Background: an optimization exercise with open tools, aiming at small area and a short achievable clock period. Do not read the settings as production practice.
RTL that was checked went through simulation tests only; none was proved equivalent to the original.
Power figures rest on the tool's default switching activity, not on a simulated workload.

## 01-19
Design opstack, start of the top module:
module opstack(clk, num, op, x, qtop);
  input clk, num, op;
  input [15:0] x;
  output [15:0] qtop;
  wire [15:0] qnext, s, d;
  wire load, push, pop;
  alu alu0(.a(qtop), .b(qnext), .f(x[4:0]), .s(s));
  stack stack0(clk, load, push, pop, d, qtop, qnext);
  assign load=num|op;
  assign push=num;
  assign pop=op&~x[4];
  assign d = num ? x : s;
endmodule
Size in the first run: ~1200 cells after synthesis.
==> flow/config.mk <==
export PLATFORM = sky130hd
export DESIGN_NAME = opstack
export DESIGN_NICKNAME = opstack
export VERILOG_FILES = /design/flow/design.v
export SDC_FILE = /design/flow/constraint.sdc
export NUM_CORES = 4
export LEC_CHECK = 0
export CAP_MARGIN = 20
export CORE_MARGIN = 2
export CORE_UTILIZATION = 40
export SETUP_SLACK_MARGIN = 1.5
export SLEW_MARGIN = 20
==> flow/constraint.sdc <==
create_clock -name core_clock -period 7.0 [get_ports {clk}]
set_input_delay 1.4000 -clock core_clock [delete_from_list [all_inputs] [get_ports {clk}]]
set_output_delay 1.4000 -clock core_clock [all_outputs]
set_load 0.01 [all_outputs]
run.sh (not shown) runs the stock make flow with config.mk's settings and CLKGATE_MAP_FILE= SYNTH_SCRIPT=/design/flow/synth_recipe.tcl, a recipe that flattens the netlist after the stock synthesis.
01-19 was carried through to the last stage, and its layout satisfied the timing, design-rule and antenna checks.
The inputs of 06-26 differ from those of 01-19 as listed below.
- putting ABC_CLOCK_PERIOD_IN_PS at 5000 where nothing was set
- clearing SETUP_SLACK_MARGIN, which used to be 1.5
Findings:
Worst hold slack after final layout across 06-26 and 01-19: no real change. 06-26 gives more sequential share of layout area than 01-19 did. In the metrics for 06-26 and 01-19, the one carrying the higher sequential power is 06-26.
Function was not checked in any run of this note: the RTL went through the layout flow alone.

========
== the previous run ==
opstack, a different RTL version from the one above (not shown whole).
For scale: ~990 cells after synthesis, roughly 35 I/O pins, about 8500 µm² of cells after synthesis.
Settings: LEC_CHECK=0, CAP_MARGIN=20, CORE_MARGIN=2, CORE_UTILIZATION=40, CTS_BUF_LIST=sky130_fd_sc_hd__clkbuf_4 sky130_fd_sc_hd__clkbuf_8, SETUP_SLACK_MARGIN=2.5, SLEW_MARGIN=20, SYNTH_HIERARCHICAL=1; clock period 7.0 ns.
standard.sh (not shown) runs the stock make flow with config.mk's settings and CLKGATE_MAP_FILE= SYNTH_SCRIPT=/design/flow/synth_recipe.tcl, a recipe that flattens the netlist after the stock synthesis.
==> flow/flow/run.sh <==
#!/bin/bash
# Standard layout, with port buffers of the smallest buffer cell.
set -e
export BUFFER_PORTS_ARGS="-buffer_cell sky130_fd_sc_hd__buf_1"
bash standard.sh > standard.log 2>&1
Inputs modified between the previous run and the current run:
Settings: SETUP_SLACK_MARGIN changed from 2.5 to 3.0.
### Flow results
- Between the previous run and the current run, area of all placed cells without fillers increased.
- Utilization the previous run -> the current run: up
- From the previous run to the current run the numbers moved as follows: sequential share of layout area shows a reduction of 0.24 points; total design power held steady; post-CTS setup repair buffer count now sits higher.
- Between the current run and the previous run, it is the current run whose overall routing resource usage is higher, by 0.99 points.
- Relative to the previous run, first-pass GRT wire length has increased by 3.9% in the current run.
- Measured against each other, the previous run and the current run differ in total power per unit cell area, the lower figure coming from the current run.
No functional check of the RTL was part of any run of this note.

========
opstack, a different RTL version from the one above (not shown whole).
Size: about 1000 cells after synthesis, about 35 I/O pins, roughly 0.0087 mm2 of cells after synthesis.
Design opstack, start of the top module:
module opstack(clk, num, op, x, qtop);
  input clk, num, op;
  input [15:0] x;
  output [15:0] qtop;
  wire [15:0] qnext, d;
  wire push, pop;
  alu alu0(.a(qtop), .b(qnext), .f(x[4:0]), .x(x), .push(num), .op(op), .s(d));
  stack stack0(clk, push, pop, d, qtop, qnext);
  assign push=num;
  assign pop=op&~x[4];
endmodule
==> flow/config.mk <==
export PLATFORM = sky130hd
export DESIGN_NAME = opstack
export DESIGN_NICKNAME = opstack
export VERILOG_FILES = /design/flow/design.v
export SDC_FILE = /design/flow/constraint.sdc
export NUM_CORES = 4
export LEC_CHECK = 0
export CAP_MARGIN = 20
export CORE_MARGIN = 2
export CORE_UTILIZATION = 40
export CTS_BUF_LIST = sky130_fd_sc_hd__clkbuf_4 sky130_fd_sc_hd__clkbuf_8
export SETUP_SLACK_MARGIN = 3.0
export SLEW_MARGIN = 20
export SYNTH_HIERARCHICAL = 1
export TNS_END_PERCENT = 0
==> flow/constraint.sdc <==
create_clock -name core_clock -period 7.0 [get_ports {clk}]
set_input_delay 1.4000 -clock core_clock [delete_from_list [all_inputs] [get_ports {clk}]]
set_output_delay 1.4000 -clock core_clock [all_outputs]
set_load 0.01 [all_outputs]
Scripts as last shown in full above: flow/flow/run.sh
The starting point finished with timing, DRC and antenna clean.
Edit:
--- a/flow/config.mk
+++ b/flow/config.mk
@@ -12 +12 @@
-export SETUP_SLACK_MARGIN = 3.0
+export SETUP_SLACK_MARGIN = 2.5
@@ -15 +14,0 @@
-export TNS_END_PERCENT = 0
The changed run went through all stages and came out clean.
Total power went down by 7.0%.
Area after synthesis stays the same.
Setup slack degrades by 0.047 ns.
Routed wire length went down by 5.1%.
Design area went down by 2.6%.
Worst hold slack stays flat.
Via count went down by 0.79%.
Non-clock buffer count went down by 10.

## port drivers added, routing unchanged
In the flow no input, the clock included, has a driving cell. The finished layouts below were timed again as built, in two steps. Step 1 assumes that a clkbuf_16 drives the clock port and a buf_2 every other input. Step 2 adds t to the input delays and takes it off the output delays; t is the mean of the earliest and latest rising clock arrival at the registers after step 1. Input paths then give back, and output paths get back, about the clock's delay inside the block. Three values: ideal, step 1, step 2; two values: the first two.
run	t, ns	setup WS [ns]	worst setup path at the end	latest minus earliest clock arrival (ns)
01-19	0.408	1.486 / 1.486 / 1.486	register to register	0.013 / 0.013
06-26	0.408	1.167 / 1.167 / 1.167	register to register	0.013 / 0.012
the previous run	0.415	2.533 / 2.459 / 2.043	input to register	0.037 / 0.037
the current run	0.401	2.571 / 2.548 / 2.146	input to register	0.021 / 0.021
the first run of note 3	0.397	2.555 / 2.545 / 2.148	input to register	0.014 / 0.014
the second run of note 3	0.392	2.508 / 2.487 / 2.095	input to register	0.010 / 0.010
After both steps every run listed still meets setup and hold. The setup slack of the previous run, which loses most, moves by -0.074 ns with the drivers and by -0.490 ns with both steps.
